What follows belongs to an exercise in optimizing a design on an open flow for small area, a short achievable clock period and few clock cycles per item; a production flow would make more cautious choices. Where RTL was checked, it was by simulation tests only, not by an equivalence proof against the original. The RTL of run 1 was laid out without a check of its function.

==> flow/design.v <==
module mod_exp(
    input clk,
    input rst,
    input start,
    input [31:0] base,
    input [31:0] exponent,
    input [31:0] modulus,
    output [31:0] result,
    output reg done
);
    localparam integer J1 = 5;               
    localparam integer J2 = 7;               
    localparam integer DW = 32 + J2 - J1;    
    reg        busy;
    reg        ph;        
    reg        indiv;     
    reg        tone;      
    reg [31:0] s, t, e, M;
    reg [DW-1:0] D;       
    reg [5:0]  L0;        
    reg [5:0]  lim;       
    assign result = t;
    wire tcp = ph && tone && !indiv;    
    wire [31:0] A = (ph && !tcp) ? t : s;
    wire [31:0] P;
    booth32 u_mul(.a(A), .b(s), .p(P));
    wire [31:0] x [0:J2];
    assign x[0] = A;
    genvar k;
    generate
        for (k = 1; k <= J2; k = k + 1) begin : g_step
            wire [31:0] xin = (k == J2 - J1 + 1) ? ((indiv || tcp) ? x[k-1] : P) : x[k-1];
            csub #(.DW(DW)) u_cs(.x(xin), .d(D >> (k - 1)), .en(lim >= k), .y(x[k]));
        end
    endgenerate
    wire norm = !M[31];
    wire nz4 = (M[31:28] == 4'd0);
    wire [31:0] Mn = !busy ? modulus : norm ? (nz4 ? {M[27:0], 4'd0} : {M[30:0], 1'b0}) : M;
    wire fin = (lim <= J2);
    wire ehz = (e[31:1] == 31'd0);
    wire fin_all = (!ph && ehz) || (!norm && fin && ph && ehz);
    always @(posedge clk) begin
        M <= Mn;
        if (!busy || norm || fin)
            D <= {Mn, {(J2-J1){1'b0}}};
        else
            D <= D >> J2;
        if (!busy) begin
            s <= base;
            e <= exponent;
            ph <= exponent[0];
            indiv <= 1'b0;
            tone <= 1'b1;
            L0 <= 6'd1 + J2 - J1;
            lim <= 6'd1 + J2 - J1;
        end else if (!ph && ehz) begin
            t <= 32'd1;            
        end else if (norm) begin
            L0 <= L0 + (nz4 ? 6'd4 : 6'd1);
            lim <= L0 + (nz4 ? 6'd4 : 6'd1);
        end else begin
            if (ph) t <= x[J2]; else s <= x[J2];
            if (fin) begin
                lim <= L0;
                indiv <= 1'b0;
                if (!ph) begin
                    e <= e >> 1;
                    ph <= e[1];
                end else begin
                    ph <= 1'b0;
                    tone <= 1'b0;
                end
            end else begin
                lim <= lim - J2;
                indiv <= 1'b1;
            end
        end
    end
    always @(posedge clk or posedge rst) begin
        if (rst) begin
            busy <= 1'b0;
            done <= 1'b0;
        end else if (start) begin
            busy <= 1'b1;
            done <= 1'b0;
        end else if (busy && fin_all) begin
            busy <= 1'b0;
            done <= 1'b1;
        end
    end
endmodule
module booth32(input [31:0] a, input [31:0] b, output [31:0] p);
  wire [32:0] bb = {b, 1'b0};
  wire [31:0] rows [0:15];
  wire [31:0] negv;
  genvar i;
  generate for (i = 0; i < 16; i = i + 1) begin : g
    wire b0 = bb[2*i], b1 = bb[2*i+1], b2 = bb[2*i+2];
    wire neg = b2 & ~(b1 & b0);
    wire one = b1 ^ b0;
    wire two = (b2 & ~b1 & ~b0) | (~b2 & b1 & b0);
    wire [32:0] a2 = {a, 1'b0};
    wire [31:0] mag = ({32{one}} & a) | ({32{two}} & a2[31:0]);
    wire [31:0] r = (mag ^ {32{neg}});
    assign rows[i] = r << (2*i);
    assign negv[2*i] = neg;
    assign negv[2*i+1] = 1'b0;
  end endgenerate
  assign p = rows[0] + rows[1] + rows[2] + rows[3] + rows[4] + rows[5] + rows[6] + rows[7] + rows[8] + rows[9] + rows[10] + rows[11] + rows[12] + rows[13] + rows[14] + rows[15] + negv;
endmodule
module csub #(parameter DW = 35) (input [31:0] x, input [DW-1:0] d, input en, output [31:0] y);
  reg [31:0] g, p, G, P, c;
  integer l, i, j;
  always @* begin
    for (i = 0; i < 32; i = i + 1) begin
      g[i] = x[i] & ~d[i];
      p[i] = x[i] ^ ~d[i];
    end
    G = g; P = p;
    G[0] = g[0] | p[0];    
    for (l = 0; l < 5; l = l + 1)
      for (i = 0; i < 32; i = i + 1)
        if (((i + 1) % (2 << l)) == 0) begin
          j = i - (1 << l);
          G[i] = G[i] | (P[i] & G[j]);
          P[i] = P[i] & P[j];
        end
    for (l = 3; l >= 0; l = l - 1)
      for (i = 0; i < 32; i = i + 1)
        if (((i + 1) % (2 << l)) == (1 << l) && i >= (2 << l)) begin
          j = i - (1 << l);
          G[i] = G[i] | (P[i] & G[j]);
          P[i] = P[i] & P[j];
        end
    c[0] = 1'b1;
    for (i = 1; i < 32; i = i + 1) c[i] = G[i-1];
  end
  wire ge = G[31] & ~(|d[DW-1:32]) & en;
  assign y = ge ? (p ^ c) : x;
endmodule
==> flow/flow/run.sh <==
#!/bin/bash
# The standard layout, with timing repair aimed at a 20.2 ns cycle
# (the design's 95 ns clock less a 74.8 ns setup margin) instead of 95 ns.
set -euo pipefail
bash standard.sh SETUP_SLACK_MARGIN=74.8 finish > standard_flow.log 2>&1
==> flow/standard.sh <==
#!/bin/bash
# synth_recipe.tcl (not shown) runs the flow's synth.tcl, then flattens the netlist and writes it again
# the make line also repeats each setting of config.mk as NAME=value (left out here)
make -C /OpenROAD-flow-scripts/flow DESIGN_CONFIG=/design/flow/config.mk WORK_HOME=/design/flow/orfs CLKGATE_MAP_FILE= SYNTH_SCRIPT=/design/flow/synth_recipe.tcl "${@:-finish}"
==> flow/config.mk <==
export PLATFORM = sky130hd
export DESIGN_NAME = mod_exp
export DESIGN_NICKNAME = mod_exp
export VERILOG_FILES = /design/flow/design.v
export SDC_FILE = /design/flow/constraint.sdc
export NUM_CORES = 4
export LEC_CHECK = 0
export ABC_AREA = 1
export CAP_MARGIN = 20
export CORE_MARGIN = 2
export CORE_UTILIZATION = 60
export PLACE_DENSITY = 0.68
export SLEW_MARGIN = 20
==> flow/constraint.sdc <==
create_clock -name core_clock -period 95.0 [get_ports {clk}]
set_input_delay 19.0000 -clock core_clock [delete_from_list [all_inputs] [get_ports {clk}]]
set_output_delay 19.0000 -clock core_clock [all_outputs]
set_load 0.01 [all_outputs]
==> results of run 1 <==
[per-stage QoR]
stage / setup slack, ns
global route: 73.93
floorplan: 74.88
global placement: 70.27
CTS: 74.80
detailed placement: 69.52
finish: 74.44
[worst max-delay path: cells and delay by family (launching register included)]
family	cells	cell delay (ns)
AND/OR/NAND/NOR	66	7.11
AO/OA/AOI/OAI	28	4.05
XOR/XNOR	1	0.22
flip-flops	1	0.51
buffers and inverters	18	2.22
adder cells (fa/ha/maj)	15	6.11
[metal layers]
layer  track usage [%]  vias up  wire, um
li1                  -    14708         -
met1              55.2    15736     46800
met2              69.7     2745     58000
met3              12.3     1052     20200
met4              31.7       15     14200
met5                 0        -       395
[sequential cells by signal, indices dropped and copies added, names as in the netlist]
register	flops
busy	1
M	32
indiv	1
ph	1
tone	1
s	32
lim	6
D	34
t	32
done	1
L0	6
e	31
[cell usage in the layout, fill, tap and decap left out, types with 96 or more instances in the layout]
master / count
inv_1: 532
nor2_1: 102
nand2_1: 852
fa_1: 277
nand3_1: 188
clkdlybuf4s50_1: 98
o21ai_0: 163
edfxtp_1: 96
o22ai_1: 208
buf_4: 262
ha_1: 285
xor2_1: 311
[worst paths after layout]
path | cells past startpoint | start | end
max | 128 | s[5]$_DFFE_PP_ | s[10]$_DFFE_PP_
min | 2 | L0[0]$_SDFFE_PN1P_ | L0[0]$_SDFFE_PN1P_
max reg2reg | 128 | s[5]$_DFFE_PP_ | s[10]$_DFFE_PP_
min reg2reg | 2 | L0[0]$_SDFFE_PN1P_ | L0[0]$_SDFFE_PN1P_
max in group asynchronous | 2 | rst | busy$_DFFE_PP0P_
min in group asynchronous | 2 | rst | done$_DFFE_PP0P_
[cell type report]
type                       instances  area share [%]
multi-input combinational       3255            67.1
tap                              688            2.15
timing repair inverter            15           0.268
antenna                            1         0.00624
clock inverter                    14           0.303
sequential                       178            11.3
inverter                         619            6.17
clock buffer                      18            1.07
timing repair buffer             464            11.6
[logic make-up (layout without fill, tap and decap cells)]
| group | after synthesis | count (layout) |
|---|---|---|
| xor gates and xnor gates | 378 | 378 |
| buffers and inverters | 805 | 1130 |
| AOI/OAI and AO/OA | 812 | 812 |
| other | 0 | 1 |
| adders and majority gates | 628 | 628 |
| DFF | 178 | 178 |
| and+or+nand+nor | 1410 | 1434 |
| muxes | 3 | 3 |
[timing repair]
action,CTS,global route
pin swaps,49,165
setup buffers,137,123
endpoints found under the setup margin,97,74
resized for setup,339,366
cloned,41,14
==> reports/metrics.csv, run 1 <==
stage;metric;value;unit
run_status;status;finished clean;
finish;num-nets-final;5277;
global_routing;antenna_found_initial;5;
detailed_routing;drt_iter0_drc;5009;
synthesis;synth_top_area_cell;fa_1;
worst_setup_path;r2r_slack;74.44;ns
sta;slew_headroom;5.74;%
sta;timing.clock.skew;0.0127;ns
detailed_routing;num_vias;34256;
clock_tree;clockBufferDepth;2;
synthesis;synth_seq_cells;178;
worst_setup_path;cp_common_cell;nand2_1;
synthesis;yosys_most_used_dff;edfxtp_1;
place;place.gp.congestion;1.01;
worst_setup_path;cp.required;95.21;ns
synthesis;synth_xor_area_share;10.3;%
floorplanning;num_rows;84;
finish;fillers;3939;
worst_setup_path;slowest_stage;fa_2;
place;dpl.hpwl;89.1;mm
run;maxCapViolations;0;
place;placed_cells;4901;
floorplanning;dieHeight;235;um
clock_tree;holdBufCountCts;0;
detailed_routing;ant_nets;0;
synthesis;syn_area;32100;sq um
floorplanning;die-width;235;um
synthesis;synthTopCellsByArea;fa_1 (18%), ha_1 (13%), nand2_1 (11%);
clock_tree;cts_tree;built;
global_routing;grt_usage;45.3;%
synthesis;synthArstFlopShare;1.12;%
finish;regArea;4540;sq um
floorplanning;die-area;55300;sq um
global_routing;grt_pass1_wl;190;mm
detailed_routing;drt-vias-per-instance;6.52;
synthesis;syn_avg_cell_area;7.61;sq um
sta;slew_violations;0;
place;place_area;33900;sq um
synthesis;synth_enable_flop_cells;96;
worst_setup_path;crit_path_max_incr_delay;0.84;ns
worst_setup_path;timing_worst_setup_path_type;reg -> reg;
sta;setup_viol;0;
synthesis;synth_top_area_share;18.4;%
synthesis;synth.distinct_cells;61;
finish;fin_area;40100;sq um
finish;multi_input_area;26900;sq um
detailed_routing;routed_wl;140;mm
worst_setup_path;cp-end-kind;flip-flop;
finish;area_growth_syn_to_layout;25.1;%
synthesis;seq_area_frac_synth;14.1;%
synthesis;yosysMostFrequentCell;nand2_1;
clock_tree;clk-insertion-delay-late;0.47;ns
clock_tree;clock-sinks;178;
sta;whs;0.489;ns
worst_setup_path;critPathLaunchType;flip-flop;
sta;fin_crit_sh;21.6;%
synthesis;yosys.area_share.adder;31.4;%
min_path;min_path_type;reg -> reg;
clock_tree;numCtsBuffers;17;
floorplanning;start_util;60.9;%
sta;max_slew.worst_pin.slew;1.41;ns
finish;finalNonFillerCells;5252;
global_routing;grt_pass1_vias;31560;
global_routing;grt-ovfl-total;0;
sta;finalCriticalPeriod;20.56;ns
finish;drive_above_1_share;19.3;%
synthesis;synth_top_family_by_area;adder cells;
detailed_routing;dr.pass1.iters;22;
global_routing;grt_max_degree;77;
clock_tree;h-tree-depth;4;
clock_tree;cts_root_buffer;clkbuf_16;
detailed_routing;wl_per_cell;26.6;um
detailed_routing;drc;0;
sta;rsz0062_at_grt;no;
clock_tree;cts.clk_slew.worst_paths;0.08;ns
synthesis;synth_warnings;3;
worst_setup_path;crit_fanout;8;
synthesis;synthTopCellsByCount;nand2_1 (915), inv_1 (566), ha_1 (333), xor2_1 (324), fa_1 (295);
worst_setup_path;arrival;20.77;ns
finish;post-route-util;76.2;%
sta;hold_violations;0;
place;io_buffers;131;
synthesis;muxShareOfSynthArea;0.0936;%
sta;tns;0;ns
sta;clock.fmax;48.6;MHz
synthesis;syn_inst;4214;
synthesis;synthSimpleGateAreaFrac;19.0;%
floorplanning;core;52700;sq um
synthesis;synth_compound_area_share;15.4;%
floorplanning;ios;132;
==> run 2, diff against run 1 <==
--- a/flow/design.v
+++ b/flow/design.v
@@ -8,20 +8,25 @@
     output [31:0] result,
     output reg done
 );
-    localparam integer J1 = 5;               
+    localparam integer J1 = 4;               
     localparam integer J2 = 7;               
     localparam integer DW = 32 + J2 - J1;    
+    localparam integer CR = 18;              
     reg        busy;
     reg        ph;        
     reg        indiv;     
     reg        tone;      
+    reg        sred;      
+    reg        rn;        
     reg [31:0] s, t, e, M;
     reg [DW-1:0] D;       
     reg [5:0]  L0;        
     reg [5:0]  lim;       
     assign result = t;
-    wire tcp = ph && tone && !indiv;    
-    wire [31:0] A = (ph && !tcp) ? t : s;
+    wire tcp = ph && tone && !sred && !indiv;
+    wire cp  = ph && tone && sred && !indiv && !rn;
+    wire eph = ph && !cp;                   
+    wire [31:0] A = (eph && !tcp) ? t : s;
     wire [31:0] P;
     booth32 u_mul(.a(A), .b(s), .p(P));
     wire [31:0] x [0:J2];
@@ -33,15 +38,23 @@
             csub #(.DW(DW)) u_cs(.x(xin), .d(D >> (k - 1)), .en(lim >= k), .y(x[k]));
         end
     endgenerate
-    wire norm = !M[31];
+    wire norm = !M[31] && !sred;
+    wire nz16 = (M[31:16] == 16'd0);
     wire nz4 = (M[31:28] == 4'd0);
-    wire [31:0] Mn = !busy ? modulus : norm ? (nz4 ? {M[27:0], 4'd0} : {M[30:0], 1'b0}) : M;
+    wire [5:0] nsh = nz16 ? 6'd16 : nz4 ? 6'd4 : 6'd1;
+    wire rn4 = (lim >= 6'd4);
+    wire [5:0] rsh = rn4 ? 6'd4 : 6'd1;
+    wire [31:0] Mn = !busy ? modulus :
+                     norm ? (nz16 ? {M[15:0], 16'd0} : nz4 ? {M[27:0], 4'd0} : {M[30:0], 1'b0}) :
+                     rn ? (rn4 ? {4'd0, M[31:4]} : {1'b0, M[31:1]}) : M;
     wire fin = (lim <= J2);
     wire ehz = (e[31:1] == 31'd0);
-    wire fin_all = (!ph && ehz) || (!norm && fin && ph && ehz);
+    wire step = !norm && !rn && !(cp && ehz);
+    wire fin_all = (!ph && ehz) || (!norm && cp && ehz) || (step && fin && eph && ehz);
+    wire [6:0] k0 = {L0, 1'b0} - 7'd2 * (1 + J2 - J1) - 7'd32;    
     always @(posedge clk) begin
         M <= Mn;
-        if (!busy || norm || fin)
+        if (!busy || norm || rn || fin)
             D <= {Mn, {(J2-J1){1'b0}}};
         else
             D <= D >> J2;
@@ -51,21 +64,42 @@
             ph <= exponent[0];
             indiv <= 1'b0;
             tone <= 1'b1;
+            sred <= 1'b0;
+            rn <= 1'b0;
             L0 <= 6'd1 + J2 - J1;
             lim <= 6'd1 + J2 - J1;
         end else if (!ph && ehz) begin
             t <= 32'd1;            
         end else if (norm) begin
-            L0 <= L0 + (nz4 ? 6'd4 : 6'd1);
-            lim <= L0 + (nz4 ? 6'd4 : 6'd1);
+            L0 <= L0 + nsh;
+            lim <= L0 + nsh;
+        end else if (rn) begin
+            L0 <= L0 - rsh;
+            if (lim == rsh) begin
+                rn <= 1'b0;
+                lim <= L0 - rsh;
+            end else begin
+                lim <= lim - rsh;
+            end
+        end else if (cp && ehz) begin
+            t <= s;                
         end else begin
-            if (ph) t <= x[J2]; else s <= x[J2];
+            if (eph) t <= x[J2]; else s <= x[J2];
+            if (cp) begin
+                t <= s;
+                tone <= 1'b0;
+            end
             if (fin) begin
                 lim <= L0;
                 indiv <= 1'b0;
-                if (!ph) begin
+                if (!eph) begin
                     e <= e >> 1;
                     ph <= e[1];
+                    sred <= 1'b1;
+                    if (!sred && L0 >= CR + 1 + J2 - J1) begin
+                        rn <= 1'b1;
+                        lim <= k0[5:0];
+                    end
                 end else begin
                     ph <= 1'b0;
                     tone <= 1'b0;
@@ -73,6 +107,7 @@
             end else begin
                 lim <= lim - J2;
                 indiv <= 1'b1;
+                if (cp) ph <= 1'b0;
             end
         end
     end
==> flow/flow/run.sh (replaced) <==
#!/bin/bash
# The standard layout, with timing repair aimed at a 20.5 ns cycle
# (the design's 95 ns clock less a 74.5 ns setup margin) instead of 95 ns.
set -euo pipefail
bash standard.sh SETUP_SLACK_MARGIN=74.5 finish > standard_flow.log 2>&1
==> run 2 against run 1 <==
Compared with the run above: now fails the layout checks on capacitance limit, slew limit; synthesized area rose by 5.4%; via count rose by 0.13%; core utilization fell by 7.4 points; count of clock-buffer cells in the layout fell by 1; sequential share of layout area rose by 0.74 points; clock skew rose by 0.0024 ns; flip-flop and latch count rose by 3; global-route usage fell by 1.7 points; non-clock buffer count fell by 185; wire length fell by 7.3%.
==> reports/metrics.csv, run 2 <==
stage;metric;value;unit;change
run_status;status;complete, but fails checks;;was finished clean
run_status;violations;capacitance limit, slew limit;;
synthesis;synthSimpleGateAreaFrac;18.4;%;was 19.0%
synthesis;synth_seq_cells;181;;was 178
floorplanning;ios;132;;unchanged
detailed_routing;drt-vias-per-instance;6.32;;was 6.52
detailed_routing;ant_nets;0;;unchanged
finish;layout_commonest_cell;nand2_1;;unchanged
floorplanning;start_util;61.0;%;was 60.9%
synthesis;yosys.area_share.adder;30.3;%;was 31.4%
synthesis;synthTopCellsByCount;nand2_1 (983), inv_1 (632), ha_1 (344), xor2_1 (322), fa_1 (297);;was nand2_1 (915), inv_1 (566), ha_1 (333), xor2_1 (324), fa_1 (295)
detailed_routing;wl_per_cell;23.9;um;was 26.6 um
place;place.gp.congestion;1.03;;was 1.01
synthesis;synth.distinct_cells;62;;was 61
worst_setup_path;crit_fanout;2;;was 8
synthesis;synth_xor_area_share;9.98;%;was 10.3%
synthesis;syn_avg_cell_area;7.39;sq um;was 7.61 sq um
worst_setup_path;cp.buffers_inverters;1;;was 18
sta;timing.clock.skew;0.0150;ns;was 0.0127 ns
finish;max_flop_register;D;;unchanged
min_path;hold_start;tone$_SDFFE_PN1P_;;was L0[0]$_SDFFE_PN1P_
sta;clock.fmax;48.8;MHz;was 48.6 MHz
synthesis;yosysMostFrequentCell;nand2_1;;unchanged
worst_setup_path;crit_chain;clkdlybuf4s50_1;;
worst_setup_path;path_delay_family;buffers and inverters;;was simple AND/OR/NAND/NOR gates
floorplanning;dieHeight;241;um;was 235 um
sta;tns;0;ns;unchanged
clock_tree;cts_tree;built;;unchanged
worst_setup_path;r2r-start;ph$_DFFE_PP_;;was s[5]$_DFFE_PP_
finish;area_growth_syn_to_layout;12.8;%;was 25.1%
synthesis;synth_top_family_by_area;adder cells;;unchanged
worst_setup_path;crit_path_max_incr_delay;0.59;ns;was 0.84 ns
worst_setup_path;r2r_end;s[24]$_DFFE_PP_;;was s[10]$_DFFE_PP_
synthesis;synth_top_area_cell;fa_1;;unchanged
finish;finalNonFillerCells;5425;;was 5252
clock_tree;holdBufCountCts;0;;unchanged
min_path;min_path_type;reg -> reg;;unchanged
finish;post-route-util;68.8;%;was 76.2%
finish;largest_register_ff_count;35;;was 34
clock_tree;numCtsBuffers;17;;unchanged
synthesis;synth_top_area_share;17.6;%;was 18.4%
min_path;whs_endpoint;tone$_SDFFE_PN1P_;;was L0[0]$_SDFFE_PN1P_
sta;hold_violations;0;;unchanged
finish;final_cell_mix;nand2_1 (948), inv_1 (630), ha_1 (337);;was nand2_1 (852), inv_1 (532), xor2_1 (311)
place;dpl.hpwl;95.6;mm;was 89.1 mm
global_routing;grt_pass1_wl;190;mm;about the same
detailed_routing;drc;0;;unchanged
sta;finalCriticalPeriod;20.51;ns;was 20.56 ns
global_routing;grt_pass1_vias;32244;;was 31560
place;io_buffers;131;;unchanged
worst_setup_path;arrival;1.51;ns;was 20.77 ns
sta;fin_crit_sh;21.6;%;about the same
place;placed_cells;5302;;was 4901
synthesis;synthArstFlopShare;1.10;%;was 1.12%
synthesis;yosys_most_used_dff;edfxtp_1;;unchanged
clock_tree;clock-sinks;181;;was 178
worst_setup_path;r2r_cells;121;;was 128
synthesis;syn_inst;4570;;was 4214
clock_tree;h-tree-depth;4;;unchanged
global_routing;grt-ovfl-total;0;;unchanged
clock_tree;clockBufferDepth;2;;unchanged
sta;max_slew.worst_pin.slew;1.79;ns;was 1.41 ns
sta;slew_headroom;-19.8;%;was 5.74%
worst_setup_path;critPathLaunchType;flip-flop;;unchanged
detailed_routing;num_vias;34301;;was 34256
synthesis;muxShareOfSynthArea;0.118;%;was 0.0936%
sta;slew_violations;8;;was 0
finish;drive_above_1_share;8.71;%;was 19.3%
floorplanning;core;55400;sq um;was 52700 sq um
floorplanning;num_rows;86;;was 84
detailed_routing;drt_iter0_drc;3946;;was 5009
sta;setup_viol;0;;unchanged
run;maxCapViolations;1;;was 0
synthesis;synth_warnings;3;;unchanged
synthesis;synth_enable_flop_cells;96;;unchanged
worst_setup_path;cp.required;76.00;ns;was 95.21 ns
floorplanning;die-width;241;um;was 235 um
floorplanning;die-area;58200;sq um;was 55300 sq um
worst_setup_path;slowest_stage;clkdlybuf4s50_1;;was fa_2
global_routing;grt_max_degree;83;;was 77
min_path;hold_depth;2;;unchanged
synthesis;synthTopCellsByArea;fa_1 (18%), ha_1 (13%), nand2_1 (11%);;unchanged
worst_setup_path;timing_worst_setup_path_type;reg -> out;;was reg -> reg
clock_tree;clk-insertion-delay-late;0.47;ns;about the same
finish;num-nets-final;5402;;was 5277
worst_setup_path;cp-end-kind;output pin;;was flip-flop
clock_tree;cts_root_buffer;clkbuf_16;;unchanged
detailed_routing;routed_wl;130;mm;was 140 mm
worst_setup_path;r2r_slack;75.38;ns;was 74.44 ns
synthesis;syn_area;33800;sq um;was 32100 sq um
synthesis;synth_compound_area_share;17.4;%;was 15.4%
clock_tree;cts.clk_slew.worst_paths;0.08;ns;about the same
synthesis;seq_area_frac_synth;13.6;%;was 14.1%
sta;rsz0062_at_grt;no;;unchanged
detailed_routing;dr.pass1.iters;7;;was 22
global_routing;antenna_found_initial;4;;was 5
global_routing;grt_usage;43.6;%;was 45.3%
-- run 2: cell types whose count changed in the layout (fill, tap and decap cells not counted), moves of 28 or more --
cell / previous run / this run
a21oi_1: 92 / 178
buf_12: 38 / 5
buf_4: 262 / 126
clkinvlp_4: 29 / 1
ha_1: 285 / 337
ha_4: 40 / 7
inv_1: 532 / 630
inv_2: 47 / 11
nand2_1: 852 / 948
nand3_1: 188 / 226
o21ai_0: 163 / 243
o22ai_1: 208 / 237
-- run 2: what timing repair did --
item,in CTS,in global routing
buffers inserted,21,49
setup endpoints to repair,82,68
pin swaps,9,45
gates cloned,9,9
gates resized for setup,91,191
-- run 2: routing by layer --
metal	share of wire [%]	track usage, %	vias up	wire (um)
met5	0	0	-	0
met3	12	9.04	616	15000
li1	-	-	15449	-
met2	43	67.2	2318	56200
met4	8.1	29.4	0	10500
met1	37	55.1	15918	47800
-- run 2: kinds of logic after synthesis --
logic type / count (synthesis)
adder cells (fa/ha/maj): 641
buffers and inverters: 884
XOR/XNOR: 385
AO/OA/AOI/OAI: 997
multiplexers: 4
flip-flops: 181
AND/OR/NAND/NOR: 1478
-- run 2: metrics by stage --
step	instance area, sq um	hold WS, ns	setup WS (ns)
final	38100	0.509	74.49
after global routing	38100	0.531	74.30
after CTS	36800	0.510	74.50
after detailed placement	35700	0.497	69.40
after global placement	35700	0.493	70.11
after floorplan	33800	0.471	74.52
-- run 2: worst max path at each step --
stage                   startpoint             endpoint  depth (start not counted)
2_1_floorplan         ph$_DFFE_PP_  t[12]$_SDFFCE_PP0P_                        146
3_3_place_gp          ph$_DFFE_PP_  t[18]$_SDFFCE_PP0P_                        129
3_5_place_dp          ph$_DFFE_PP_  t[12]$_SDFFCE_PP0P_                        127
4_1_cts        t[11]$_SDFFCE_PP0P_           result[11]                          1
5_1_grt          sred$_SDFFE_PN0P_      s[10]$_DFFE_PP_                        122
6_report       t[27]$_SDFFCE_PP0P_           result[27]                          1
-- run 2: layout make-up --
class                      instances  area [sq um]
antenna                            2          5.00
clock buffer                      17           425
clock inverter                    15           194
fill                            4898         17300
inverter                         664          2520
multi-input combinational       3518         26800
sequential                       181          4600
tap                              748           936
timing repair buffer             279          2620
timing repair inverter             1          6.26
Testbench counts of run 2, summed over its fixed seeds: cycles 24,137, ops 320.
==> run 3, diff against run 2 <==
==> flow/flow/run.sh (replaced) <==
#!/bin/bash
# The standard layout, with timing repair aimed at a 20.8 ns cycle
# (the design's 95 ns clock less a 74.2 ns setup margin) instead of 95 ns.
set -euo pipefail
bash standard.sh SETUP_SLACK_MARGIN=74.2 finish > standard_flow.log 2>&1
==> run 3 against run 2 <==
Compared with the run above: now clean on timing, DRC and antenna; wire length fell by 0.37%; final area fell by 1.2%; register-to-register slack got worse by 0.16 ns; worst setup slack got worse by 0.13 ns; critical path type unchanged; largest cell class unchanged.
==> reports/metrics.csv, run 3 <==
stage;metric;value;unit;change
sta;hold_violations;0;;unchanged
detailed_routing;wl_per_cell;23.9;um;about the same
detailed_routing;drc;0;;unchanged
synthesis;yosysMostFrequentCell;nand2_1;;unchanged
min_path;min_path_type;reg -> reg;;unchanged
detailed_routing;drt_iter0_drc;3915;;was 3946
floorplanning;die-area;58200;sq um;unchanged
finish;layout_commonest_cell;nand2_1;;unchanged
synthesis;syn_avg_cell_area;7.39;sq um;unchanged
worst_setup_path;cp-end-kind;output pin;;unchanged
finish;max_flop_register;D;;unchanged
place;dpl.hpwl;95.6;mm;unchanged
global_routing;grt_pass1_vias;32160;;was 32244
synthesis;synth.distinct_cells;62;;unchanged
detailed_routing;dr.pass1.iters;8;;was 7
synthesis;synth_top_area_share;17.6;%;unchanged
worst_setup_path;critPathLaunchType;flip-flop;;unchanged
synthesis;yosys_most_used_dff;edfxtp_1;;unchanged
floorplanning;die-width;241;um;unchanged
floorplanning;dieHeight;241;um;unchanged
clock_tree;clk-insertion-delay-late;0.48;ns;was 0.47 ns
floorplanning;core;55400;sq um;unchanged
finish;final_cell_mix;nand2_1 (951), inv_1 (631), ha_1 (341);;was nand2_1 (948), inv_1 (630), ha_1 (337)
worst_setup_path;arrival;1.64;ns;was 1.51 ns
floorplanning;ios;132;;unchanged
global_routing;grt-ovfl-total;0;;unchanged
sta;slew_headroom;8.05;%;was -19.8%
worst_setup_path;cp.buffers_inverters;1;;unchanged
run_status;status;finished clean;;was complete, but fails checks
worst_setup_path;slowest_stage;clkdlybuf4s50_1;;unchanged
detailed_routing;num_vias;34230;;was 34301
detailed_routing;drt-vias-per-instance;6.34;;was 6.32
synthesis;syn_inst;4570;;unchanged
sta;setup_viol;0;;unchanged
run;maxCapViolations;0;;was 1
synthesis;synth_warnings;3;;unchanged
global_routing;grt_usage;43.6;%;about the same
synthesis;synthTopCellsByCount;nand2_1 (983), inv_1 (632), ha_1 (344), xor2_1 (322), fa_1 (297);;unchanged
finish;num-nets-final;5374;;was 5402
worst_setup_path;timing_worst_setup_path_type;reg -> out;;unchanged
synthesis;syn_area;33800;sq um;unchanged
floorplanning;num_rows;86;;unchanged
global_routing;antenna_found_initial;2;;was 4
clock_tree;h-tree-depth;4;;unchanged
synthesis;synth_top_area_cell;fa_1;;unchanged
place;place.gp.congestion;1.03;;unchanged
clock_tree;numCtsBuffers;17;;unchanged
place;io_buffers;131;;unchanged
global_routing;grt_max_degree;83;;unchanged
worst_setup_path;crit_fanout;2;;unchanged
clock_tree;clockBufferDepth;2;;unchanged
sta;slew_violations;0;;was 8
clock_tree;cts_tree;built;;unchanged
worst_setup_path;path_delay_family;buffers and inverters;;unchanged
synthesis;seq_area_frac_synth;13.6;%;unchanged
sta;tns;0;ns;unchanged
clock_tree;clock-sinks;181;;unchanged
floorplanning;start_util;61.0;%;unchanged
finish;fillers;4954;;was 4898
place;place_area;35700;sq um;unchanged
sta;timing.final.ws_setup;74.36;ns;was 74.49 ns
detailed_routing;routed_wl;129;mm;was 130 mm
worst_setup_path;cp.required;76.00;ns;about the same
detailed_routing;ant_nets;0;;unchanged
synthesis;synthArstFlopShare;1.10;%;unchanged
worst_setup_path;crit_chain;clkdlybuf4s50_1;;unchanged
synthesis;synth_enable_flop_cells;96;;unchanged
sta;timing.clock.skew;0.0174;ns;was 0.0150 ns
finish;area_growth_syn_to_layout;11.4;%;was 12.8%
sta;fin_crit_sh;21.7;%;was 21.6%
sta;finalCriticalPeriod;20.64;ns;was 20.51 ns
clock_tree;cts_root_buffer;clkbuf_16;;unchanged
worst_setup_path;crit_path_max_incr_delay;0.61;ns;was 0.59 ns
place;place_ws;69.40;ns;unchanged
sta;rsz0062_at_grt;no;;unchanged
synthesis;synthTopCellsByArea;fa_1 (18%), ha_1 (13%), nand2_1 (11%);;unchanged
global_routing;grt_pass1_wl;189;mm;was 190 mm
clock_tree;cts.clk_slew.worst_paths;0.08;ns;about the same
finish;drive_above_1_share;7.27;%;was 8.71%
synthesis;synth_seq_cells;181;;unchanged
finish;largest_register_ff_count;35;;unchanged
finish;post-route-util;67.9;%;was 68.8%
sta;clock.fmax;48.4;MHz;was 48.8 MHz
sta;max_slew.worst_pin.slew;1.37;ns;was 1.79 ns
finish;fin_area;37600;sq um;was 38100 sq um
==> run 3: path summary, 6_finish.rpt <==
kind / end / start / depth (start not counted) / slack, ns
max: result[23] / t[23]$_SDFFCE_PP0P_ / 1 / 74.36
min: tone$_SDFFE_PN1P_ / tone$_SDFFE_PN1P_ / 2 / 0.51
max reg2reg: s[15]$_DFFE_PP_ / ph$_DFFE_PP_ / 121 / 75.22
min reg2reg: tone$_SDFFE_PN1P_ / tone$_SDFFE_PN1P_ / 2 / 0.51
max in group asynchronous: busy$_DFFE_PP0P_ / rst / 2 / 76.21
min in group asynchronous: done$_DFFE_PP0P_ / rst / 2 / 18.67
==> run 3: worst min-delay path, cell delays in order (launching register included) <==
cell and delay, ns:
dfxtp_1 0.34, o21ai_0 0.08, nand2_1 0.05
==> run 3: cells by family after synthesis <==
kind of cell | share of synthesized area [%]
muxes | 0.118
buffers and inverters | 10.2
xor gates and xnor gates | 9.98
AOI/OAI and AO/OA | 17.4
and+or+nand+nor | 18.4
DFF | 13.6
adders and majority gates | 30.3
==> run 3: per-layer routing <==
metal	global-route usage [%]	routed length, um
met5	0	0
met2	67.0	56100
met3	9.26	15100
met4	29.4	10400
met1	55.1	47500
==> run 3: area by class of cell <==
type | count | area (sq um) | area share (%)
inverter | 664 | 2520 | 6.68
clock inverter | 15 | 194 | 0.515
clock buffer | 17 | 425 | 1.13
timing repair inverter | 1 | 6.26 | 0.0166
antenna | 2 | 5.00 | 0.0133
tap | 748 | 936 | 2.49
timing repair buffer | 251 | 2410 | 6.39
sequential | 181 | 4600 | 12.2
multi-input combinational | 3518 | 26600 | 70.6
==> run 3: stage by stage <==
step | hold WS (ns) | cells
after floorplan | 0.471 | 4570
final | 0.513 | 5397
after global placement | 0.493 | 5302
after CTS | 0.510 | 5353
after detailed placement | 0.497 | 5302
after global routing | 0.531 | 5395
==> run 3: repair_timing <==
action                                  CTS  global route
pin swaps                                 8            28
buffers inserted                         10            32
endpoints found under the setup margin   64            64
cloned                                    9             9
hold buffers                              0             0
gates resized for setup                  63           134
==> run 4, diff against run 3 <==
==> flow/flow/run.sh (replaced) <==
#!/bin/bash
# The standard layout, with timing repair aimed at a 20.2 ns cycle
# (the design's 95 ns clock less a 74.8 ns setup margin) instead of 95 ns.
set -euo pipefail
bash standard.sh SETUP_SLACK_MARGIN=74.8 finish > standard_flow.log 2>&1
--- a/flow/config.mk
+++ b/flow/config.mk
@@ -5,7 +5,7 @@
 export SDC_FILE = /design/flow/constraint.sdc
 export NUM_CORES = 4
 export LEC_CHECK = 0
-export ABC_AREA = 1
+export ABC_AREA = 0
 export CAP_MARGIN = 20
 export CORE_MARGIN = 2
 export CORE_UTILIZATION = 60
==> run 4 against run 3 <==
Compared with the run above: maximum frequency fell by 5.1%; register-to-register slack got worse by 2.0 ns; synthesized cell count fell by 15%; synthesized area fell by 0.82%; global-route usage rose by 3.0 points; critical path type is now reg -> reg; clock skew rose by 0.0084 ns; worst hold slack got worse by 0.012 ns.
==> reports/metrics.csv, run 4 <==
stage;metric;value;unit;change
place;io_buffers;131;;unchanged
floorplanning;die-area;57800;sq um;was 58200 sq um
synthesis;synth_warnings;3;;unchanged
floorplanning;start_util;60.7;%;was 61.0%
run_status;status;finished clean;;unchanged
synthesis;syn_avg_cell_area;8.64;sq um;was 7.39 sq um
place;place_area;35900;sq um;was 35700 sq um
global_routing;grt-ovfl-total;0;;unchanged
synthesis;synthSimpleGateAreaFrac;10.5;%;was 18.4%
sta;rsz0062_at_grt;yes;;was no
place;dpl.hpwl;93.8;mm;was 95.6 mm
sta;timing.clock.skew;0.0258;ns;was 0.0174 ns
min_path;min_path_type;reg -> reg;;unchanged
finish;layout_commonest_cell;ha_1;;was nand2_1
global_routing;grt_pass1_vias;33133;;was 32160
finish;fillers;4046;;was 4954
place;place_ws;69.64;ns;was 69.40 ns
sta;finalCriticalPeriod;21.76;ns;was 20.64 ns
synthesis;synth_enable_flop_cells;96;;unchanged
global_routing;grt_max_degree;89;;was 83
sta;max_slew.worst_pin.slew;1.12;ns;was 1.37 ns
clock_tree;cts_root_buffer;clkbuf_16;;unchanged
detailed_routing;drc;0;;unchanged
floorplanning;core;55200;sq um;was 55400 sq um
synthesis;synthTopCellsByCount;ha_1 (344), inv_1 (314), nand2_1 (304), fa_1 (297), a21oi_1 (292);;was nand2_1 (983), inv_1 (632), ha_1 (344), xor2_1 (322), fa_1 (297)
finish;drive_above_1_share;20.2;%;was 7.27%
floorplanning;die-width;240;um;was 241 um
finish;fin_area;40600;sq um;was 37600 sq um
worst_setup_path;crit_path_max_incr_delay;0.57;ns;was 0.61 ns
clock_tree;cts.clk_slew.worst_paths;0.08;ns;about the same
clock_tree;cts_tree;built;;unchanged
worst_setup_path;timing_worst_setup_path_type;reg -> reg;;was reg -> out
sta;setup_viol;0;;unchanged
run;maxCapViolations;0;;unchanged
sta;tns;0;ns;unchanged
synthesis;syn_inst;3878;;was 4570
detailed_routing;dr.pass1.iters;9;;was 8
worst_setup_path;crit_fanout;26;;was 2
finish;finalNonFillerCells;4874;;was 5397
worst_setup_path;cp-end-kind;flip-flop;;was output pin
worst_setup_path;arrival;22.08;ns;was 1.64 ns
synthesis;yosysMostFrequentCell;ha_1;;was nand2_1
clock_tree;numCtsBuffers;17;;unchanged
finish;max_flop_register;D;;unchanged
floorplanning;num_rows;86;;unchanged
detailed_routing;drt-vias-per-instance;6.78;;was 6.34
finish;final_cell_mix;ha_1 (308), inv_1 (303), nand2_1 (300);;was nand2_1 (951), inv_1 (631), ha_1 (341)
global_routing;antenna_found_initial;6;;was 2
sta;slew_headroom;25.1;%;was 8.05%
synthesis;synth_xor_area_share;10.7;%;was 9.98%
worst_setup_path;path_delay_family;compound AO/OA/AOI/OAI gates;;was buffers and inverters
synthesis;synth_top_family_by_area;adder cells;;unchanged
clock_tree;h-tree-depth;4;;unchanged
sta;slew_violations;0;;unchanged
detailed_routing;wl_per_cell;28.0;um;was 23.9 um
worst_setup_path;cp.buffers_inverters;16;;was 1
synthesis;muxShareOfSynthArea;7.41;%;was 0.118%
sta;hold_violations;0;;unchanged
synthesis;synth_seq_cells;181;;unchanged
worst_setup_path;cp.required;95.32;ns;was 76.00 ns
synthesis;yosys.area_share.adder;30.6;%;was 30.3%
synthesis;synth.distinct_cells;81;;was 62
place;placed_cells;4595;;was 5302
clock_tree;clock-sinks;181;;unchanged
detailed_routing;drt_iter0_drc;3564;;was 3915
global_routing;grt_usage;46.6;%;was 43.6%
synthesis;synthTopCellsByArea;fa_1 (18%), ha_1 (13%), edfxtp_1 (8.6%);;was fa_1 (18%), ha_1 (13%), nand2_1 (11%)
sta;fin_crit_sh;22.9;%;was 21.7%
synthesis;yosys_most_used_dff;edfxtp_1;;unchanged
place;place.gp.congestion;1.00;;was 1.03
synthesis;syn_area;33500;sq um;was 33800 sq um
finish;post-route-util;73.5;%;was 67.9%
clock_tree;clk-insertion-delay-late;0.47;ns;was 0.48 ns
finish;area_growth_syn_to_layout;21.1;%;was 11.4%
sta;timing.final.ws_setup;73.24;ns;was 74.36 ns
floorplanning;ios;132;;unchanged
synthesis;synth_top_area_share;17.7;%;was 17.6%
sta;clock.fmax;46.0;MHz;was 48.4 MHz
detailed_routing;routed_wl;137;mm;was 129 mm
floorplanning;dieHeight;240;um;was 241 um
finish;largest_register_ff_count;35;;unchanged
clock_tree;clockBufferDepth;2;;unchanged
worst_setup_path;critPathLaunchType;flip-flop;;unchanged
worst_setup_path;slowest_stage;or4_4;;was clkdlybuf4s50_1
detailed_routing;ant_nets;0;;unchanged
synthesis;synth_top_area_cell;fa_1;;unchanged
synthesis;seq_area_frac_synth;13.7;%;was 13.6%
synthesis;synth_compound_area_share;20.7;%;was 17.4%
synthesis;synthArstFlopShare;1.10;%;unchanged
detailed_routing;num_vias;33051;;was 34230
finish;num-nets-final;4849;;was 5374
global_routing;grt_pass1_wl;199;mm;was 189 mm
worst_setup_path;cp_common_cell;a21o_1;;
clock_tree;holdBufCountCts;0;;unchanged
[run 4: area by class of cell]
cell class | count | area (sq um) | area share [%]
antenna | 4 | 10.0 | 0.0247
clock buffer | 17 | 425 | 1.05
clock inverter | 15 | 183 | 0.450
inverter | 317 | 1240 | 3.06
multi-input combinational | 3141 | 28800 | 70.9
sequential | 181 | 4610 | 11.4
tap | 748 | 936 | 2.31
timing repair buffer | 451 | 4390 | 10.8
[run 4: worst paths after layout]
path | slack (ns) | depth (start not counted) | to | from
max reg2reg | 73.24 | 110 | s[17]$_DFFE_PP_ | rn$_SDFFE_PN0P_
max | 73.24 | 110 | s[17]$_DFFE_PP_ | rn$_SDFFE_PN0P_
min in group asynchronous | 18.69 | 2 | busy$_DFFE_PP0P_ | rst
max in group asynchronous | 76.19 | 2 | busy$_DFFE_PP0P_ | rst
min | 0.50 | 2 | done$_DFFE_PP0P_ | done$_DFFE_PP0P_
min reg2reg | 0.50 | 2 | done$_DFFE_PP0P_ | done$_DFFE_PP0P_
[run 4: per-stage QoR]
stage	hold slack (ns)
after floorplan	0.453
after global placement	0.472
after detailed placement	0.492
after CTS	0.507
after global routing	0.530
final	0.501
[run 4: worst min-delay path, delay by kind of cell (launching register included)]
family	cells	cell delay, ns
and+or+nand+nor	1	0.08
AOI/OAI and AO/OA	1	0.05
DFF	1	0.34
[run 4: per-layer routing]
metal,GRT usage [%],wire (um),part of all wire [%]
met4,37.2,13300,9.7
met3,14.0,16500,12
met5,0,35,0.026
met1,52.9,46600,34
met2,73.0,60300,44
[run 4: cell families after synthesis]
family / count (synthesis)
xor+xnor: 407
mux: 225
buf+inv: 561
fa+ha+maj: 641
flops: 181
compound gates: 1061
simple gates: 802
[run 4: what timing repair did]
item,CTS,global route
setup endpoints to repair,97,78
hold endpoints to repair,0,0
pin swaps,95,93
buffers inserted,167,55
gates cloned,21,0
gates resized for setup,385,123
==> run 5, diff against run 4 <==
--- a/flow/config.mk
+++ b/flow/config.mk
@@ -5,9 +5,10 @@
 export SDC_FILE = /design/flow/constraint.sdc
 export NUM_CORES = 4
 export LEC_CHECK = 0
-export ABC_AREA = 0
+export ABC_AREA = 1
 export CAP_MARGIN = 20
 export CORE_MARGIN = 2
 export CORE_UTILIZATION = 60
 export PLACE_DENSITY = 0.68
 export SLEW_MARGIN = 20
+export SYNTH_HIERARCHICAL = 1
==> run 5 against run 4 <==
Compared with the run above: non-clock buffer count fell by 244; maximum frequency increased by 7.5%; still clean on timing, DRC and antenna.
==> reports/metrics.csv, run 5 <==
stage;metric;value;unit;change
sta;tns;0;ns;unchanged
sta;setup_viol;0;;unchanged
sta;rsz0062_at_grt;yes;;unchanged
floorplanning;die-area;62700;sq um;was 57800 sq um
place;io_buffers;131;;unchanged
sta;hold_violations;0;;unchanged
finish;area_growth_syn_to_layout;6.84;%;was 21.1%
floorplanning;core;60100;sq um;was 55200 sq um
worst_setup_path;arrival;1.23;ns;was 22.08 ns
synthesis;synthTopCellsByCount;nand2_1 (1439), inv_1 (767), ha_1 (344), xor2_1 (321), nand3_1 (311);;was ha_1 (344), inv_1 (314), nand2_1 (304), fa_1 (297), a21oi_1 (292)
global_routing;met2_usage;65.3;%;was 73.0%
detailed_routing;drt_iter0_drc;4164;;was 3564
floorplanning;ios;132;;unchanged
run_status;status;finished clean;;unchanged
finish;final_cell_mix;nand2_1 (1437), inv_1 (767), ha_1 (344);;was ha_1 (308), inv_1 (303), nand2_1 (300)
global_routing;gr-usage-met3;8.30;%;was 14.0%
global_routing;grt_busiest_layer;met2;;unchanged
synthesis;synthTopCellsByArea;fa_1 (17%), nand2_1 (15%), ha_1 (12%);;was fa_1 (18%), ha_1 (13%), edfxtp_1 (8.6%)
clock_tree;cts_tree;built;;unchanged
synthesis;synth_seq_cells;181;;unchanged
synthesis;synth_warnings;9;;was 3
clock_tree;clock-sinks;181;;unchanged
place;place_ws;74.85;ns;was 69.64 ns
clock_tree;holdBufCountCts;0;;unchanged
detailed_routing;drc;0;;unchanged
clock_tree;clk-insertion-delay-late;0.45;ns;was 0.47 ns
detailed_routing;drt-vias-per-instance;6.00;;was 6.78
sta;max_slew.worst_pin.slew;1.15;ns;was 1.12 ns
global_routing;grt-ovfl-total;0;;unchanged
worst_setup_path;crit_fanout;2;;was 26
worst_setup_path;critPathLaunchType;flip-flop;;unchanged
sta;clock.fmax;49.4;MHz;was 46.0 MHz
sta;slew_violations;0;;unchanged
global_routing;grt_max_degree;85;;was 89
worst_setup_path;cp-end-kind;output pin;;was flip-flop
synthesis;syn_area;36400;sq um;was 33500 sq um
finish;multi_input_area;27900;sq um;was 28800 sq um
global_routing;antenna_found_initial;3;;was 6
worst_setup_path;r2r_slack;76.10;ns;was 73.24 ns
worst_setup_path;crit_chain;buf_2;;
finish;fin_area;38900;sq um;was 40600 sq um
floorplanning;dieHeight;250;um;was 240 um
synthesis;syn_avg_cell_area;7.17;sq um;was 8.64 sq um
detailed_routing;ant_nets;0;;unchanged
place;place.gp.congestion;1.02;;was 1.00
detailed_routing;wl_per_cell;22.5;um;was 28.0 um
worst_setup_path;path_delay_family;flip-flops;;was compound AO/OA/AOI/OAI gates
synthesis;yosysMostFrequentCell;nand2_1;;was ha_1
finish;layout_commonest_cell;nand2_1;;was ha_1
min_path;min_path_type;reg -> reg;;unchanged
floorplanning;start_util;60.6;%;was 60.7%
clock_tree;cts.clk_slew.worst_paths;0.08;ns;about the same
synthesis;synth_top_area_share;16.7;%;was 17.7%
finish;max_flop_register;D;;unchanged
synthesis;synth_enable_flop_cells;96;;unchanged
finish;antenna_cells;0;;was 4
clock_tree;clockBufferDepth;2;;unchanged
clock_tree;numCtsBuffers;17;;unchanged
clock_tree;cts_root_buffer;clkbuf_16;;unchanged
floorplanning;die-width;250;um;was 240 um
global_routing;grt_pass1_vias;33519;;was 33133
worst_setup_path;timing_worst_setup_path_type;reg -> out;;was reg -> reg
finish;largest_register_ff_count;35;;unchanged
place;dpl.hpwl;103;mm;was 93.8 mm
detailed_routing;num_vias;35410;;was 33051
synthesis;seq_area_frac_synth;12.6;%;was 13.7%
global_routing;grt_pass1_wl;200;mm;was 199 mm
worst_setup_path;crit_path_max_incr_delay;0.58;ns;was 0.57 ns
synthesis;synth.distinct_cells;55;;was 81
global_routing;grt_use_met1;54.4;%;was 52.9%
place;place_area;38200;sq um;was 35900 sq um
clock_tree;h-tree-depth;4;;unchanged
finish;fillers;5638;;was 4046
detailed_routing;routed_wl;133;mm;was 137 mm
global_routing;grt_usage;42.0;%;was 46.6%
worst_setup_path;cp.buffers_inverters;1;;was 16
run;maxCapViolations;0;;unchanged
worst_setup_path;slowest_stage;edfxtp_1;;was or4_4
sta;finalCriticalPeriod;20.23;ns;was 21.76 ns
synthesis;syn_inst;5080;;was 3878
sta;timing.clock.skew;0.0245;ns;was 0.0258 ns
finish;num-nets-final;5849;;was 4849
worst_setup_path;cp.required;76.00;ns;was 95.32 ns
synthesis;synth_top_area_cell;fa_1;;unchanged
floorplanning;num_rows;90;;was 86
sta;fin_crit_sh;21.3;%;was 22.9%
sta;timing.final.ws_setup;74.77;ns;was 73.24 ns
detailed_routing;dr.pass1.iters;8;;was 9
finish;drive_above_1_share;5.34;%;was 20.2%
synthesis;synthArstFlopShare;1.10;%;unchanged
finish;regArea;4600;sq um;was 4610 sq um
sta;slew_headroom;23.1;%;was 25.1%
synthesis;yosys_most_used_dff;edfxtp_1;;unchanged
[run 5: cell types whose count changed in the layout (fill, tap and decap cells not counted), sizes merged, moves of 180 or more]
cell,previous run,this run
a22oi,239,6
buf,322,85
inv,319,790
nand2,305,1476
nand3,21,321
o22ai,19,239
xnor2,265,74
xor2,141,321
[run 5: worst paths after layout]
check	startpoint	to	depth (start not counted)
setup / recovery	t[4]$_SDFFCE_PP0P_	result[4]	1
hold reg to reg	tone$_SDFFE_PN1P_	tone$_SDFFE_PN1P_	2
min in group asynchronous	rst	busy$_DFFE_PP0P_	2
max in group asynchronous	rst	busy$_DFFE_PP0P_	2
setup reg to reg	rn$_SDFFE_PN0P_	t[27]$_SDFFCE_PP0P_	87
hold / removal	tone$_SDFFE_PN1P_	tone$_SDFFE_PN1P_	2
[run 5: timing repair]
item / 4_1_cts / 5_1_grt
endpoints found under the setup margin: 33 / 77
setup buffers: 5 / 4
gates resized for setup: 60 / 21
pin swaps: 0 / 1
cloned: 0 / 1
[run 5: worst reg2reg max path: cells and delay by family, from the launching register on]
| family | cells | cell delay (ns) |
|---|---|---|
| AND/OR/NAND/NOR | 43 | 6.68 |
| XOR/XNOR | 2 | 0.34 |
| AO/OA/AOI/OAI | 10 | 2.15 |
| adder cells (fa/ha/maj) | 14 | 5.80 |
| buffers and inverters | 16 | 2.65 |
| flip-flops | 1 | 0.32 |
| multiplexers | 2 | 0.77 |
[run 5: final cells by class]
type / instances / area share [%]
Inverter: 797 / 7.71
Multi-Input combinational cell: 3898 / 71.7
Clock buffer: 17 / 1.09
Timing Repair Buffer: 207 / 4.65
Sequential cell: 181 / 11.8
Tap cell: 782 / 2.52
Clock inverter: 15 / 0.521
[run 5: cells by family (layout without fill, tap and decap cells)]
group | after synthesis | after routing | share of synthesized area (%)
multiplexers | 69 | 69 | 2.13
other | 1 | 23 | 0.0103
adder cells (fa/ha/maj) | 648 | 648 | 28.5
XOR/XNOR | 395 | 395 | 9.50
AO/OA/AOI/OAI | 714 | 714 | 11.7
buffers and inverters | 1024 | 1036 | 11.5
AND/OR/NAND/NOR | 2048 | 2049 | 24.1
flip-flops | 181 | 181 | 12.6
[run 5: layer usage]
metal	vias to the layer above	part of all wire [%]
met1	16570	39
met2	2043	44
met3	442	11
met4	0	7.3
met5	-	0
li1	16355	-
[run 5: stage by stage]
stage | instances | hold slack (ns) | utilization [%]
floorplan | 5102 | 0.448 | -
global placement | 5855 | 0.467 | 63.6
detailed placement | 5855 | 0.475 | 63.6
CTS | 5892 | 0.497 | 64.6
global route | 5897 | 0.518 | 64.7
finish | 5897 | 0.496 | 64.7
[run 5: per-module statistics from Yosys, one instance, submodules excluded, a selection]
module	times used	flip-flops and latches
mod_exp	1	181
booth32	1	0
==> run 6, diff against run 5 <==
--- a/flow/config.mk
+++ b/flow/config.mk
@@ -11,4 +11,3 @@
 export CORE_UTILIZATION = 60
 export PLACE_DENSITY = 0.68
 export SLEW_MARGIN = 20
-export SYNTH_HIERARCHICAL = 1
==> run 6 against run 5 <==
Compared with the run above: still clean on timing, DRC and antenna; final area shrank 1.9%; synthesized cell count down 10%; worst hold slack better by 0.030 ns; synthesized area decreased by 7.2%; clock skew down 0.013 ns; first-iteration DRC count is 5.3% lower; flip-flop and latch count unchanged; wire length is 1.6% lower; die area fell by 7.1%; core utilization increased by 4.2 points; critical path type unchanged; critical endpoint is now result[25]; largest cell class unchanged.
==> reports/metrics.csv, run 6 <==
stage;metric;value;unit;change
global_routing;antenna_found_initial;1;;was 3
global_routing;grt_pass1_vias;32128;;was 33519
sta;finalCriticalPeriod;20.18;ns;was 20.23 ns
synthesis;syn_area;33800;sq um;was 36400 sq um
min_path;min_path_type;reg -> reg;;unchanged
synthesis;synth_seq_cells;181;;unchanged
worst_setup_path;arrival;1.18;ns;was 1.23 ns
synthesis;syn_inst;4570;;was 5080
synthesis;synth.distinct_cells;62;;was 55
synthesis;syn_avg_cell_area;7.39;sq um;was 7.17 sq um
clock_tree;cts.clk_slew.worst_paths;0.07;ns;was 0.08 ns
synthesis;muxShareOfSynthArea;0.118;%;was 2.13%
synthesis;synthTopCellsByArea;fa_1 (18%), ha_1 (13%), nand2_1 (11%);;was fa_1 (17%), nand2_1 (15%), ha_1 (12%)
floorplanning;ios;132;;unchanged
finish;antenna_cells;0;;unchanged
worst_setup_path;cp.required;76.00;ns;about the same
sta;slew_violations;0;;unchanged
sta;max_slew.worst_pin.slew;1.40;ns;was 1.15 ns
clock_tree;cts_root_buffer;clkbuf_16;;unchanged
global_routing;grt-ovfl-total;0;;unchanged
finish;fin_area;38200;sq um;was 38900 sq um
detailed_routing;drc;0;;unchanged
synthesis;synth_enable_flop_cells;96;;unchanged
finish;num-nets-final;5413;;was 5849
min_path;hold_start;done$_DFFE_PP0P_;;was tone$_SDFFE_PN1P_
synthesis;synthTopCellsByCount;nand2_1 (983), inv_1 (632), ha_1 (344), xor2_1 (322), fa_1 (297);;was nand2_1 (1439), inv_1 (767), ha_1 (344), xor2_1 (321), nand3_1 (311)
place;place.gp.congestion;1.00;;was 1.02
sta;setup_viol;0;;unchanged
worst_setup_path;cp.buffers_inverters;1;;unchanged
worst_setup_path;crit_path_max_incr_delay;0.45;ns;was 0.58 ns
synthesis;yosys_most_used_dff;edfxtp_1;;unchanged
finish;area_growth_syn_to_layout;12.9;%;was 6.84%
finish;layout_commonest_cell;nand2_1;;unchanged
floorplanning;start_util;61.0;%;was 60.6%
finish;drive_above_1_share;9.48;%;was 5.34%
sta;fin_crit_sh;21.2;%;was 21.3%
synthesis;synth_top_family_by_area;adder cells;;unchanged
floorplanning;num_rows;86;;was 90
worst_setup_path;r2r-start;ph$_DFFE_PP_;;was rn$_SDFFE_PN0P_
sta;slew_headroom;6.36;%;was 23.1%
run;maxCapViolations;0;;unchanged
worst_setup_path;worstSetupStartpoint;t[25]$_SDFFCE_PP0P_;;was t[4]$_SDFFCE_PP0P_
worst_setup_path;crit_chain;clkdlybuf4s15_1;;was buf_2
clock_tree;numCtsBuffers;17;;unchanged
global_routing;grt_max_degree;83;;was 85
synthesis;yosysMostFrequentCell;nand2_1;;unchanged
clock_tree;clk-insertion-delay-late;0.46;ns;was 0.45 ns
clock_tree;cts_tree;built;;unchanged
sta;hold_violations;0;;unchanged
clock_tree;clock-sinks;181;;unchanged
worst_setup_path;slowest_stage;edfxtp_1;;unchanged
synthesis;synth_xor_area_share;9.98;%;was 9.50%
detailed_routing;drt-vias-per-instance;6.33;;was 6.00
floorplanning;die-width;241;um;was 250 um
detailed_routing;dr.pass1.iters;9;;was 8
place;io_buffers;131;;unchanged
finish;final_cell_mix;nand2_1 (944), inv_1 (628), ha_1 (335);;was nand2_1 (1437), inv_1 (767), ha_1 (344)
place;placed_cells;5306;;was 5855
clock_tree;clockBufferDepth;2;;unchanged
detailed_routing;routed_wl;131;mm;was 133 mm
sta;clock.fmax;49.5;MHz;was 49.4 MHz
worst_setup_path;timing_worst_setup_path_type;reg -> out;;unchanged
synthesis;seq_area_frac_synth;13.6;%;was 12.6%
synthesis;yosys.area_share.adder;30.3;%;was 28.5%
place;dpl.hpwl;96.1;mm;was 103 mm
synthesis;synth_top_area_share;17.6;%;was 16.7%
finish;largest_register_ff_count;35;;unchanged
worst_setup_path;cp-end-kind;output pin;;unchanged
detailed_routing;drt_iter0_drc;3942;;was 4164
place;place_area;35700;sq um;was 38200 sq um
floorplanning;die-area;58200;sq um;was 62700 sq um
sta;rsz0062_at_grt;yes;;unchanged
worst_setup_path;critPathLaunchType;flip-flop;;unchanged
worst_setup_path;crit_fanout;2;;unchanged
sta;tns;0;ns;unchanged
detailed_routing;num_vias;34384;;was 35410
worst_setup_path;path_delay_family;flip-flops;;unchanged
finish;max_flop_register;D;;unchanged
floorplanning;core;55400;sq um;was 60100 sq um
global_routing;grt_pass1_wl;190;mm;was 200 mm
synthesis;synth_top_area_cell;fa_1;;unchanged
detailed_routing;ant_nets;0;;unchanged
finish;finalNonFillerCells;5433;;was 5897
clock_tree;h-tree-depth;4;;unchanged
synthesis;synth_compound_area_share;17.4;%;was 11.7%
global_routing;grt_usage;43.7;%;was 42.0%
detailed_routing;wl_per_cell;24.1;um;was 22.5 um
synthesis;synth_warnings;3;;was 9
clock_tree;holdBufCountCts;0;;unchanged
run_status;status;finished clean;;unchanged
floorplanning;dieHeight;241;um;was 250 um
synthesis;synthArstFlopShare;1.10;%;unchanged
finish;fillers;4872;;was 5638
synthesis;synthSimpleGateAreaFrac;18.4;%;was 24.1%
sta;timing.clock.skew;0.0110;ns;was 0.0245 ns
run 6: final timing paths:
kind	slack, ns	depth (start not counted)	to
worst max-delay path	74.82	1	result[25]
worst min-delay path	0.53	2	done$_DFFE_PP0P_
worst max register to register	75.63	125	s[18]$_DFFE_PP_
worst min register to register	0.53	2	done$_DFFE_PP0P_
max in group asynchronous	76.20	2	busy$_DFFE_PP0P_
min in group asynchronous	18.68	2	done$_DFFE_PP0P_
run 6: repair_timing:
action	in CTS	in global routing
gates resized for setup	180	214
endpoints found under the hold margin	0	0
setup buffers	25	51
pin swaps	11	49
endpoints found under the setup margin	97	71
gates cloned	8	12
run 6: kinds of logic after synthesis:
kind of cell / count (synthesis)
and+or+nand+nor: 1478
xor gates and xnor gates: 385
buffers and inverters: 884
muxes: 4
AOI/OAI and AO/OA: 997
DFF: 181
adders and majority gates: 641
run 6: area by class of cell:
| type | count | area (sq um) | area share, % |
|---|---|---|---|
| clock buffers | 17 | 425 | 1.11 |
| clock inverters | 14 | 168 | 0.439 |
| inverters | 664 | 2540 | 6.65 |
| multi-input cells | 3517 | 26800 | 70.2 |
| flip-flops and latches | 181 | 4600 | 12.0 |
| well taps | 748 | 936 | 2.45 |
| repair buffers | 289 | 2680 | 7.02 |
| repair inverters | 3 | 27.5 | 0.0721 |
run 6: through the flow:
| step | util [%] | hold slack, ns | setup WS, ns |
|---|---|---|---|
| detailed placement | 64.5 | 0.506 | 70.01 |
| global route | 68.9 | 0.546 | 74.58 |
| floorplan | - | 0.471 | 74.91 |
| global placement | 64.5 | 0.490 | 70.80 |
| finish | 68.9 | 0.526 | 74.82 |
| CTS | 66.5 | 0.531 | 74.80 |
run 6: layer usage:
metal / share of wire, % / track usage [%] / up-vias
li1: - / - / 15457
met1: 36 / 54.9 / 16031
met2: 44 / 66.9 / 2317
met3: 12 / 9.87 / 577
met4: 8.3 / 30.7 / 2
met5: 0.0099 / 0 / -

[what the ideal ports hide]
How much do the figures lean on ideal ports? The routed layouts below were timed once more, with nothing changed but the port constraints. Step 1 (the two cells are an assumption about what drives the block):
set clk [get_ports {clk}]
set_driving_cell -lib_cell sky130_fd_sc_hd__clkbuf_16 $clk
set_driving_cell -lib_cell sky130_fd_sc_hd__buf_2 [delete_from_list [all_inputs] $clk]
Step 2 adds t to the input delays and takes it off the output delays; t is the mean of the earliest and latest rising clock arrival at the registers after step 1. Input paths then give back, and output paths get back, about the clock's delay inside the block. a / b / c = no drivers / after step 1 / after step 2; a / b = the first two.
run | t (ns) | setup slack, ns | slew at the worst register clock pin (ns) | pins driven straight from the clock port
run 1 | 0.510 | 74.444 / 74.444 / 74.444 | 0.08 / 0.08 | 1
run 2 | 0.526 | 74.493 / 74.435 / 74.931 | 0.08 / 0.08 | 1
run 3 | 0.528 | 74.359 / 74.301 / 74.830 | 0.08 / 0.08 | 1
run 4 | 0.512 | 73.245 / 73.245 / 73.245 | 0.10 / 0.10 | 1
run 5 | 0.493 | 74.766 / 74.715 / 74.925 | 0.09 / 0.09 | 1
run 6 | 0.514 | 74.815 / 74.758 / 74.938 | 0.08 / 0.08 | 1
